This design comes from an exercise in tuning for small area on the open sky130 flow, not from production work. Function was checked by simulation only, so behaviour that the tests miss may differ from the original.

==> 03-11: inputs <==
==> flow/design.v (excerpt) <==
module dct_top(
    output [11:0] dct_data_out,
    input  [7:0]  dct_data_in,
    input  clk, rst, enb
);
localparam NP = 91;             
reg  [7:0]  P [0:NP-1];
reg  [11:0] B [0:55];           
reg  [9:0]  T [56:63];          
reg  [5:0]  ph;
reg conv;       
reg row_ins;    
reg row0;       
reg late;       
wire [5:0] phn = rst ? 6'd0 : enb ? ph + 6'd1 : ph;
wire convn = (phn >= 6'd18) && (phn <= 6'd25);
function [9:0] px(input [7:0] p);
    px = {{2{p[7]}}, p};
endfunction
wire [9:0] x0 = conv ? B[0][9:0]  : px(late ? P[90] : P[89]);
wire [9:0] x1 = conv ? B[8][9:0]  : px(late ? P[89] : P[88]);
wire [9:0] x2 = conv ? B[16][9:0] : px(late ? P[88] : P[87]);
wire [9:0] x3 = conv ? B[24][9:0] : px(late ? P[87] : P[86]);
wire [9:0] x4 = conv ? B[32][9:0] : px(late ? P[86] : P[85]);
wire [9:0] x5 = conv ? B[40][9:0] : px(late ? P[85] : P[84]);
wire [9:0] x6 = conv ? B[48][9:0] : px(late ? P[84] : P[83]);
wire [9:0] x7 = conv ? T[56]      : px(late ? P[83] : P[82]);
wire [11:0] c0, c1, c2, c3, c4, c5, c6, c7;
wire [9:0]  r0, r1, r2, r3, r4, r5, r6, r7;
dct_1d BF (
    .x0(x0), .x1(x1), .x2(x2), .x3(x3), .x4(x4), .x5(x5), .x6(x6), .x7(x7),
    .row(!conv),
    .yc0(c0), .yc1(c1), .yc2(c2), .yc3(c3), .yc4(c4), .yc5(c5), .yc6(c6), .yc7(c7),
    .yr0(r0), .yr1(r1), .yr2(r2), .yr3(r3), .yr4(r4), .yr5(r5), .yr6(r6), .yr7(r7));
assign dct_data_out = conv ? c0 : B[0];
integer i;
always @(posedge clk) begin
    ph      <= phn;
    conv    <= convn;
    row_ins <= (phn[2:0] == 3'd1) && !convn;
    row0    <= (phn == 6'd26);
    late    <= phn[1];
    if (rst) P[0] <= 8'd0;
    else P[0] <= dct_data_in;
    for (i = 1; i < NP; i = i + 1) P[i] <= P[i-1];
    for (i = 0; i < 55; i = i + 1) B[i] <= B[i+1];
    B[55] <= {2'b00, T[56]};
    for (i = 56; i < 63; i = i + 1) T[i] <= T[i+1];
    T[63] <= r7;
    if (conv) begin
        B[7]  <= c1;
        B[15] <= c2;
        B[23] <= c3;
        B[31] <= c4;
        B[39] <= c5;
        B[47] <= c6;
        B[55] <= c7;
    end
    if (row_ins) begin
  ...
==> module dct_top, before the edit <==
module dct_top(
    output [11:0] dct_data_out,
    input  [7:0]  dct_data_in,
    input  clk, rst, enb
);
localparam NP = 91;             
reg  [7:0]  P [0:NP-1];
reg  [11:0] B [0:55];           
reg  [9:0]  T [56:63];          
reg  [5:0]  ph;
reg conv;       
reg row_ins;    
reg row0;       
reg late;       
wire [5:0] phn = rst ? 6'd0 : enb ? ph + 6'd1 : ph;
wire convn = (phn >= 6'd18) && (phn <= 6'd25);
function [9:0] px(input [7:0] p);
    px = {{2{p[7]}}, p};
endfunction
wire [9:0] x0 = conv ? B[0][9:0]  : px(late ? P[90] : P[89]);
wire [9:0] x1 = conv ? B[8][9:0]  : px(late ? P[89] : P[88]);
wire [9:0] x2 = conv ? B[16][9:0] : px(late ? P[88] : P[87]);
wire [9:0] x3 = conv ? B[24][9:0] : px(late ? P[87] : P[86]);
wire [9:0] x4 = conv ? B[32][9:0] : px(late ? P[86] : P[85]);
wire [9:0] x5 = conv ? B[40][9:0] : px(late ? P[85] : P[84]);
wire [9:0] x6 = conv ? B[48][9:0] : px(late ? P[84] : P[83]);
wire [9:0] x7 = conv ? T[56]      : px(late ? P[83] : P[82]);
wire [11:0] c0, c1, c2, c3, c4, c5, c6, c7;
wire [9:0]  r0, r1, r2, r3, r4, r5, r6, r7;
dct_1d BF (
    .x0(x0), .x1(x1), .x2(x2), .x3(x3), .x4(x4), .x5(x5), .x6(x6), .x7(x7),
    .row(!conv),
    .yc0(c0), .yc1(c1), .yc2(c2), .yc3(c3), .yc4(c4), .yc5(c5), .yc6(c6), .yc7(c7),
    .yr0(r0), .yr1(r1), .yr2(r2), .yr3(r3), .yr4(r4), .yr5(r5), .yr6(r6), .yr7(r7));
assign dct_data_out = conv ? c0 : B[0];
integer i;
always @(posedge clk) begin
    ph      <= phn;
    conv    <= convn;
    row_ins <= (phn[2:0] == 3'd1) && !convn;
    row0    <= (phn == 6'd26);
    late    <= phn[1];
    if (rst) P[0] <= 8'd0;
    else P[0] <= dct_data_in;
    for (i = 1; i < NP; i = i + 1) P[i] <= P[i-1];
    for (i = 0; i < 55; i = i + 1) B[i] <= B[i+1];
    B[55] <= {2'b00, T[56]};
    for (i = 56; i < 63; i = i + 1) T[i] <= T[i+1];
    T[63] <= r7;
    if (conv) begin
        B[7]  <= c1;
        B[15] <= c2;
        B[23] <= c3;
        B[31] <= c4;
        B[39] <= c5;
        B[47] <= c6;
        B[55] <= c7;
    end
    if (row_ins) begin
        T[56] <= r0; T[57] <= r1; T[58] <= r2; T[59] <= r3;
        T[60] <= r4; T[61] <= r5; T[62] <= r6;
    end
    if (row0) begin
        B[55] <= {2'b00, r0};
        T[56] <= r1; T[57] <= r2; T[58] <= r3; T[59] <= r4;
        T[60] <= r5; T[61] <= r6; T[62] <= r7;
    end
end
endmodule
==> flow/config.mk <==
export PLATFORM = sky130hd
export DESIGN_NAME = dct_top
export DESIGN_NICKNAME = dct_top
export VERILOG_FILES = /design/flow/design.v
export SDC_FILE = /design/flow/constraint.sdc
export NUM_CORES = 4
export LEC_CHECK = 0
export CAP_MARGIN = 20
export CORE_MARGIN = 2
export CORE_UTILIZATION = 40
export CTS_CLUSTER_DIAMETER = 100
export CTS_CLUSTER_SIZE = 28
export SLEW_MARGIN = 20
==> flow/constraint.sdc <==
create_clock -name core_clock -period 12.0 [get_ports {clk}]
set_input_delay 2.4000 -clock core_clock [delete_from_list [all_inputs] [get_ports {clk}]]
set_output_delay 2.4000 -clock core_clock [all_outputs]
set_load 0.01 [all_outputs]
standard.sh (not shown) runs the stock make flow with config.mk's settings and CLKGATE_MAP_FILE= SYNTH_SCRIPT=/design/flow/synth_recipe.tcl, a recipe that flattens the netlist after the stock synthesis.
==> flow/flow/run.sh <==
#!/bin/bash
cp standard.sh standard_sh.log
cp config.mk config_mk.log
export CTS_ARGS="-sink_clustering_enable -repair_clock_nets -dont_use_dummy_load -sink_clustering_size 28 -sink_clustering_max_diameter 100"
bash standard.sh > standard_run.log 2>&1
==> inputs of 11-23, as changes to 03-11 <==
==> flow/design.v (replaced) <==
module rca #(parameter W = 8) (
    input  [W-1:0] a, b,
    input          ci,
    output [W-1:0] s
);
wire [W:0] c;
assign c[0] = ci;
genvar i;
generate for (i = 0; i < W; i = i + 1) begin : g
    assign s[i]   = a[i] ^ b[i] ^ c[i];
    assign c[i+1] = (a[i] & b[i]) | (c[i] & (a[i] ^ b[i]));
end endgenerate
endmodule
module dct_1d
#(  parameter BWi = 8,
    parameter BWo = BWi + 2)
(
    input  [BWi-1:0] x0, x1, x2, x3, x4, x5, x6, x7,
    output [BWo-1:0] y0, y1, y2, y3, y4, y5, y6, y7
);
localparam N = BWi;
localparam W = BWi + 4;
wire [N:0] v0, v1, v2, v3, v4, v5, v6, v7;
rca #(N+1) a0 ({x0[N-1], x0}, { x7[N-1],  x7}, 1'b0, v0);
rca #(N+1) a1 ({x1[N-1], x1}, { x6[N-1],  x6}, 1'b0, v1);
rca #(N+1) a2 ({x2[N-1], x2}, { x5[N-1],  x5}, 1'b0, v2);
rca #(N+1) a3 ({x3[N-1], x3}, { x4[N-1],  x4}, 1'b0, v3);
rca #(N+1) a4 ({x3[N-1], x3}, ~{x4[N-1], x4}, 1'b1, v4);
rca #(N+1) a5 ({x2[N-1], x2}, ~{x5[N-1], x5}, 1'b1, v5);
rca #(N+1) a6 ({x1[N-1], x1}, ~{x6[N-1], x6}, 1'b1, v6);
rca #(N+1) a7 ({x0[N-1], x0}, ~{x7[N-1], x7}, 1'b1, v7);
wire [N+1:0] v8, v9, v10, v11, t, vv13, v14;
rca #(N+2) b8  ({v0[N], v0}, { v3[N], v3}, 1'b0, v8);
rca #(N+2) b9  ({v1[N], v1}, { v2[N], v2}, 1'b0, v9);
rca #(N+2) b10 ({v1[N], v1}, ~{v2[N], v2}, 1'b1, v10);
rca #(N+2) b11 ({v0[N], v0}, ~{v3[N], v3}, 1'b1, v11);
rca #(N+2) b12 ({v4[N], v4}, { v5[N], v5}, 1'b0, t);
rca #(N+2) b13 ({v5[N], v5}, { v6[N], v6}, 1'b0, vv13);
rca #(N+2) b14 ({v6[N], v6}, { v7[N], v7}, 1'b0, v14);
wire [N+2:0] v15, v16, vv17, vv18;
rca #(N+3) c15 ({v8[N+1],  v8},  { v9[N+1], v9},  1'b0, v15);
rca #(N+3) c16 ({v8[N+1],  v8},  ~{v9[N+1], v9},  1'b1, v16);
rca #(N+3) c17 ({v10[N+1], v10}, { v11[N+1], v11}, 1'b0, vv17);
rca #(N+3) c18 ({v14[N+1], v14}, ~{t[N+1], t},    1'b1, vv18);
wire [N+2:0] s13;
rca #(N+3) d13 ({vv13[N+1], vv13}, {{2{vv13[N+1]}}, vv13[N+1:1]}, 1'b0, s13);
wire [W-1:0] v13 = {{2{s13[N+2]}}, s13[N+2:1]};
wire [W-1:0] e17 = {vv17[N+2], vv17};
wire [W-1:0] m17;
rca #(W-1) d17 (e17[W-1:1], e17[W-2:0], 1'b0, m17[W-1:1]);
assign m17[0] = e17[0];
wire [W-1:0] v17 = {{2{m17[W-1]}}, m17[W-1:2]};
wire [W-1:0] e18 = {vv18[N+2], vv18};
wire [W-1:0] m18;
rca #(W-1) d18 (e18[W-1:1], e18[W-2:0], 1'b0, m18[W-1:1]);
assign m18[0] = e18[0];
wire [W-1:0] v18 = {{3{m18[W-1]}}, m18[W-1:3]};
wire [W-1:0] th = {{3{t[N+1]}}, t[N+1:1]};
wire [W-1:0] v19;
rca #(W) d19 (th, ~v18, 1'b1, v19);
wire [W-1:0] e14 = {{2{v14[N+1]}}, v14};
wire [W-3:0] p20, q20;
rca #(W-2) d20a (e14[W-3:0], ~v18[W-3:0], 1'b1, p20);
rca #(W-2) d20b (p20, e14[W-1:2], 1'b0, q20);
wire [W-1:0] v20 = {{2{q20[W-3]}}, q20};
wire [W-1:0] e11 = {{2{v11[N+1]}}, v11};
wire [W-1:0] e7  = {{3{v7[N]}}, v7};
wire [W-1:0] v21, v22, v23, v24;
rca #(W) f21 (v17, e11, 1'b0, v21);
rca #(W) f22 (e11, ~v17, 1'b1, v22);
rca #(W) f23 (v13, e7, 1'b0, v23);
rca #(W) f24 (e7, ~v13, 1'b1, v24);
wire [W-1:0] v25, v26, v27, v28;
rca #(W) g25 (v19, v24, 1'b0, v25);
rca #(W) g26 (v23, v20, 1'b0, v26);
rca #(W) g27 (v23, ~v20, 1'b1, v27);
rca #(W) g28 (v24, ~v19, 1'b1, v28);
assign y1 = {v26[W-1], v26[BWo-1:1]};
assign y2 = {v21[W-1], v21[BWo-1:1]};
wire [W-1:0] m3;
rca #(W-2) h3 (v28[W-1:2], v28[W-3:0], 1'b0, m3[W-1:2]);
assign m3[1:0] = v28[1:0];
assign y3 = {m3[W-1], m3[BWo+1:3]};
wire [W-1:0] e16 = {v16[N+2], v16};
wire [W-1:0] m4;
rca #(W-1) h4 (e16[W-1:1], e16[W-2:0], 1'b0, m4[W-1:1]);
assign m4[0] = e16[0];
assign y4 = {m4[W-1], m4[BWo:2]};
wire [W-1:0] m5;
rca #(W) h5 ({v25[W-4:0], 3'b000}, ~v25, 1'b1, m5);
assign y5 = {m5[W-1], m5[BWo+1:3]};
wire [W-1:0] m6;
rca #(W-2) h6 (v22[W-1:2], v22[W-3:0], 1'b0, m6[W-1:2]);
assign m6[1:0] = v22[1:0];
assign y6 = {m6[W-1], m6[BWo:2]};
wire [W-1:0] m7;
rca #(W-2) h7 (v27[W-1:2], v27[W-3:0], 1'b0, m7[W-1:2]);
assign m7[1:0] = v27[1:0];
assign y7 = {m7[W-1], m7[BWo-1:1]};
assign y0 = v15[N+2:1];
endmodule
module dct_top(
    output [11:0] dct_data_out,
    input  [7:0]  dct_data_in,
    input  clk, rst, enb
);
localparam NP = 90;             
reg  [7:0]  P [0:NP-1];
reg  [11:0] B [0:55];           
reg  [9:0]  T [56:63];          
reg  [5:0]  ph;                 
wire row_ins = (ph[2:0] == 3'd1);           
wire conv    = (ph >= 6'd18) && (ph <= 6'd25);   
wire [9:0] r0, r1, r2, r3, r4, r5, r6, r7;
wire [11:0] c0, c1, c2, c3, c4, c5, c6, c7;
dct_1d #(.BWi(8)) ROW (
    .x0(P[89]), .x1(P[88]), .x2(P[87]), .x3(P[86]),
    .x4(P[85]), .x5(P[84]), .x6(P[83]), .x7(P[82]),
    .y0(r0), .y1(r1), .y2(r2), .y3(r3), .y4(r4), .y5(r5), .y6(r6), .y7(r7));
dct_1d #(.BWi(10)) COL (
    .x0(B[0][9:0]),  .x1(B[8][9:0]),  .x2(B[16][9:0]), .x3(B[24][9:0]),
    .x4(B[32][9:0]), .x5(B[40][9:0]), .x6(B[48][9:0]), .x7(T[56]),
    .y0(c0), .y1(c1), .y2(c2), .y3(c3), .y4(c4), .y5(c5), .y6(c6), .y7(c7));
assign dct_data_out = conv ? c0 : B[0];
integer i;
always @(posedge clk) begin
    if (rst) ph <= 6'd0;
    else if (enb) ph <= ph + 6'd1;
    if (rst) P[0] <= 8'd0;
    else P[0] <= dct_data_in;
    for (i = 1; i < NP; i = i + 1) P[i] <= P[i-1];
    for (i = 0; i < 55; i = i + 1) B[i] <= B[i+1];
    B[55] <= {2'b00, T[56]};
    for (i = 56; i < 63; i = i + 1) T[i] <= T[i+1];
    if (conv) begin
        B[7]  <= c1;
        B[15] <= c2;
        B[23] <= c3;
        B[31] <= c4;
        B[39] <= c5;
        B[47] <= c6;
        B[55] <= c7;
    end
    if (row_ins) begin
        T[56] <= r0; T[57] <= r1; T[58] <= r2; T[59] <= r3;
        T[60] <= r4; T[61] <= r5; T[62] <= r6;
    end
    T[63] <= r7;
end
endmodule
==> flow/run.sh (new file) <==
#!/bin/bash
# synth_recipe.tcl (not shown) runs the flow's synth.tcl, then flattens the netlist and writes it again
# the make line also repeats each setting of config.mk as NAME=value (left out here)
make -C /OpenROAD-flow-scripts/flow DESIGN_CONFIG=/design/flow/config.mk WORK_HOME=/design/flow/orfs CLKGATE_MAP_FILE= SYNTH_SCRIPT=/design/flow/synth_recipe.tcl finish
Settings changed: CTS_CLUSTER_DIAMETER 100 to not set, CTS_CLUSTER_SIZE 28 to not set.
removed: flow/flow/run.sh
removed: flow/standard.sh
==> inputs of 12-22, as changes to 03-11 <==
==> flow/run.sh (new file) <==
#!/bin/bash
# synth_recipe.tcl (not shown) runs the flow's synth.tcl, then flattens the netlist and writes it again
# the make line also repeats each setting of config.mk as NAME=value (left out here)
make -C /OpenROAD-flow-scripts/flow DESIGN_CONFIG=/design/flow/config.mk WORK_HOME=/design/flow/orfs CLKGATE_MAP_FILE= SYNTH_SCRIPT=/design/flow/synth_recipe.tcl finish
removed: flow/flow/run.sh
removed: flow/standard.sh
==> inputs of 09-10, as changes to 03-11 <==
--- a/flow/design.v
+++ b/flow/design.v
@@ -118,62 +118,69 @@
 reg  [11:0] B [0:55];           
 reg  [9:0]  T [56:63];          
 reg  [5:0]  ph;
 reg conv;       
 reg row_ins;    
 reg row0;       
-reg late;       
+reg t_shift;    
+reg b_shift;    
+reg sel_a;      
+reg sel_b;      
 wire [5:0] phn = rst ? 6'd0 : enb ? ph + 6'd1 : ph;
 wire convn = (phn >= 6'd18) && (phn <= 6'd25);
+wire row_insn = (phn[2:0] == 3'd1) && !convn;
+wire row0n = (phn == 6'd26);
 function [9:0] px(input [7:0] p);
     px = {{2{p[7]}}, p};
 endfunction
-wire [9:0] x0 = conv ? B[0][9:0]  : px(late ? P[90] : P[89]);
-wire [9:0] x1 = conv ? B[8][9:0]  : px(late ? P[89] : P[88]);
-wire [9:0] x2 = conv ? B[16][9:0] : px(late ? P[88] : P[87]);
-wire [9:0] x3 = conv ? B[24][9:0] : px(late ? P[87] : P[86]);
-wire [9:0] x4 = conv ? B[32][9:0] : px(late ? P[86] : P[85]);
-wire [9:0] x5 = conv ? B[40][9:0] : px(late ? P[85] : P[84]);
-wire [9:0] x6 = conv ? B[48][9:0] : px(late ? P[84] : P[83]);
-wire [9:0] x7 = conv ? T[56]      : px(late ? P[83] : P[82]);
+function [9:0] sel3(input [9:0] b, input [7:0] pa, input [7:0] pb, input sb, input sa, input sp);
+    sel3 = ({10{sb}} & b) | ({10{sa}} & px(pa)) | ({10{sp}} & px(pb));
+endfunction
+wire [9:0] x0 = sel3(B[0][9:0],  P[89], P[90], conv, sel_a, sel_b);
+wire [9:0] x1 = sel3(B[8][9:0],  P[88], P[89], conv, sel_a, sel_b);
+wire [9:0] x2 = sel3(B[16][9:0], P[87], P[88], conv, sel_a, sel_b);
+wire [9:0] x3 = sel3(B[24][9:0], P[86], P[87], conv, sel_a, sel_b);
+wire [9:0] x4 = sel3(B[32][9:0], P[85], P[86], conv, sel_a, sel_b);
+wire [9:0] x5 = sel3(B[40][9:0], P[84], P[85], conv, sel_a, sel_b);
+wire [9:0] x6 = sel3(B[48][9:0], P[83], P[84], conv, sel_a, sel_b);
+wire [9:0] x7 = sel3(T[56],      P[82], P[83], conv, sel_a, sel_b);
 wire [11:0] c0, c1, c2, c3, c4, c5, c6, c7;
 wire [9:0]  r0, r1, r2, r3, r4, r5, r6, r7;
 dct_1d BF (
     .x0(x0), .x1(x1), .x2(x2), .x3(x3), .x4(x4), .x5(x5), .x6(x6), .x7(x7),
     .row(!conv),
     .yc0(c0), .yc1(c1), .yc2(c2), .yc3(c3), .yc4(c4), .yc5(c5), .yc6(c6), .yc7(c7),
     .yr0(r0), .yr1(r1), .yr2(r2), .yr3(r3), .yr4(r4), .yr5(r5), .yr6(r6), .yr7(r7));
 assign dct_data_out = conv ? c0 : B[0];
 integer i;
 always @(posedge clk) begin
     ph      <= phn;
     conv    <= convn;
-    row_ins <= (phn[2:0] == 3'd1) && !convn;
-    row0    <= (phn == 6'd26);
-    late    <= phn[1];
+    row_ins <= row_insn;
+    row0    <= row0n;
+    t_shift <= !(row_insn || row0n);
+    b_shift <= !(convn || row0n);
+    sel_a   <= !convn && !phn[1];
+    sel_b   <= !convn && phn[1];
     if (rst) P[0] <= 8'd0;
     else P[0] <= dct_data_in;
     for (i = 1; i < NP; i = i + 1) P[i] <= P[i-1];
     for (i = 0; i < 55; i = i + 1) B[i] <= B[i+1];
-    B[55] <= {2'b00, T[56]};
-    for (i = 56; i < 63; i = i + 1) T[i] <= T[i+1];
-    T[63] <= r7;
     if (conv) begin
         B[7]  <= c1;
         B[15] <= c2;
         B[23] <= c3;
         B[31] <= c4;
         B[39] <= c5;
         B[47] <= c6;
-        B[55] <= c7;
     end
-    if (row_ins) begin
-        T[56] <= r0; T[57] <= r1; T[58] <= r2; T[59] <= r3;
-        T[60] <= r4; T[61] <= r5; T[62] <= r6;
-    end
-    if (row0) begin
-        B[55] <= {2'b00, r0};
-        T[56] <= r1; T[57] <= r2; T[58] <= r3; T[59] <= r4;
-        T[60] <= r5; T[61] <= r6; T[62] <= r7;
-    end
+    B[55] <= ({12{conv}} & c7) | ({12{row0}} & {2'b00, r0}) | ({12{b_shift}} & {2'b00, T[56]});
+    T[56] <= ({10{row_ins}} & r0) | ({10{row0}} & r1) | ({10{t_shift}} & T[57]);
+    T[57] <= ({10{row_ins}} & r1) | ({10{row0}} & r2) | ({10{t_shift}} & T[58]);
+    T[58] <= ({10{row_ins}} & r2) | ({10{row0}} & r3) | ({10{t_shift}} & T[59]);
+    T[59] <= ({10{row_ins}} & r3) | ({10{row0}} & r4) | ({10{t_shift}} & T[60]);
+    T[60] <= ({10{row_ins}} & r4) | ({10{row0}} & r5) | ({10{t_shift}} & T[61]);
+    T[61] <= ({10{row_ins}} & r5) | ({10{row0}} & r6) | ({10{t_shift}} & T[62]);
+    T[62] <= ({10{row_ins}} & r6) | ({10{row0}} & r7) | ({10{t_shift}} & T[63]);
+    T[63] <= r7;
 end
 endmodule
==> flow/flow/run.sh (replaced) <==
#!/bin/bash
# The standard layout (standard.sh, unchanged synthesis), with two
# settings passed to ORFS through the environment:
#  - clock tree: clusters of at most 18 flip-flops within 60 um, each driven
#    by a clkbuf_8, and no dummy loads added for level balancing;
#  - port buffers: the smallest buffer, buf_1, on every input and output.
# Each tool's output is in the ORFS logs under orfs/logs; the make output is
# in standard_run.log.
set -euo pipefail
export CTS_ARGS="-sink_clustering_enable -repair_clock_nets -dont_use_dummy_load -sink_clustering_size 18 -sink_clustering_max_diameter 60 -buf_list sky130_fd_sc_hd__clkbuf_8"
export BUFFER_PORTS_ARGS="-buffer_cell sky130_fd_sc_hd__buf_1"
bash standard.sh > standard_run.log 2>&1
Settings changed: CORE_UTILIZATION 40 to 60, CTS_CLUSTER_DIAMETER 100 to not set, CTS_CLUSTER_SIZE 28 to not set.
==> out/metrics.csv <==
metric,value,unit
Worst Max-Slew Pin Slew,1.049,ns
multi-input combinational area share,26.90,%
Post-Place Cells,4507,
Setup WS pre-CTS,0.2035,ns
synthesis warning total,4,
Skew-Pair Late Insertion Delay,0.69,ns
status,no timing/DRC/antenna violations,
the above is filed under 03-11

==> out/metrics.csv <==
metric,value,unit
status,no timing/DRC/antenna violations,
vias in the first global route,20730,
Skew-Pair Late Insertion Delay,0.73,ns
CP max FO,14,
Post-Place Cells,3829,
synthesis warning total,4,
"top cells by count, synth","dfxtp_1, inv_1, fa_1, nand2_1, a222oi_1",
multi-input combinational area share,25.69,%
Worst Max-Slew Pin Slew,1.168,ns
the above is filed under 09-10

==> out/metrics.csv <==
metric,value,unit
status,no timing/DRC/antenna violations,
Worst Max-Slew Pin Slew,0.8685,ns
synthesis warning total,7,
Skew-Pair Late Insertion Delay,0.75,ns
Setup WS pre-CTS,0.6739,ns
the above is filed under 11-23

==> out/metrics.csv <==
metric,value,unit
biggest regs,"P (728), B (672), T (80)",
status,no timing/DRC/antenna violations,
Worst Max-Slew Pin Slew,1.056,ns
Skew-Pair Late Insertion Delay,0.70,ns
dpl cell area,46340,um^2
synthesis warning total,4,
multi-input combinational area share,26.70,%
the above is filed under 12-22

[separate check: timing with driven ports]
No port has a modelled driver above. Below, the same layouts with a new extraction and two added sets of constraints.
Step 1 sets driving cells, clkbuf_16 on the clock port and buf_2 on the other inputs (assumed; they add their load-dependent delay and slew).
Step 2 times the ports against the registers' clock, not the clock port: input delays grow and output delays shrink by t, the midpoint of the rising clock arrivals with the driver on.
Three values: no drivers, after step 1, after step 2; two values: the first two.
run	shift t [ns]	slack for setup (ns)	latest minus earliest clock arrival (ns)
03-11	0.703	0.380 / 0.380 / 0.380	0.115 / 0.115
11-23	0.808	0.750 / 0.750 / 0.750	0.035 / 0.035
12-22	0.734	0.388 / 0.388 / 0.388	0.065 / 0.065
09-10	0.740	0.370 / 0.370 / 0.370	0.125 / 0.125
After both steps every run listed still meets setup and hold.
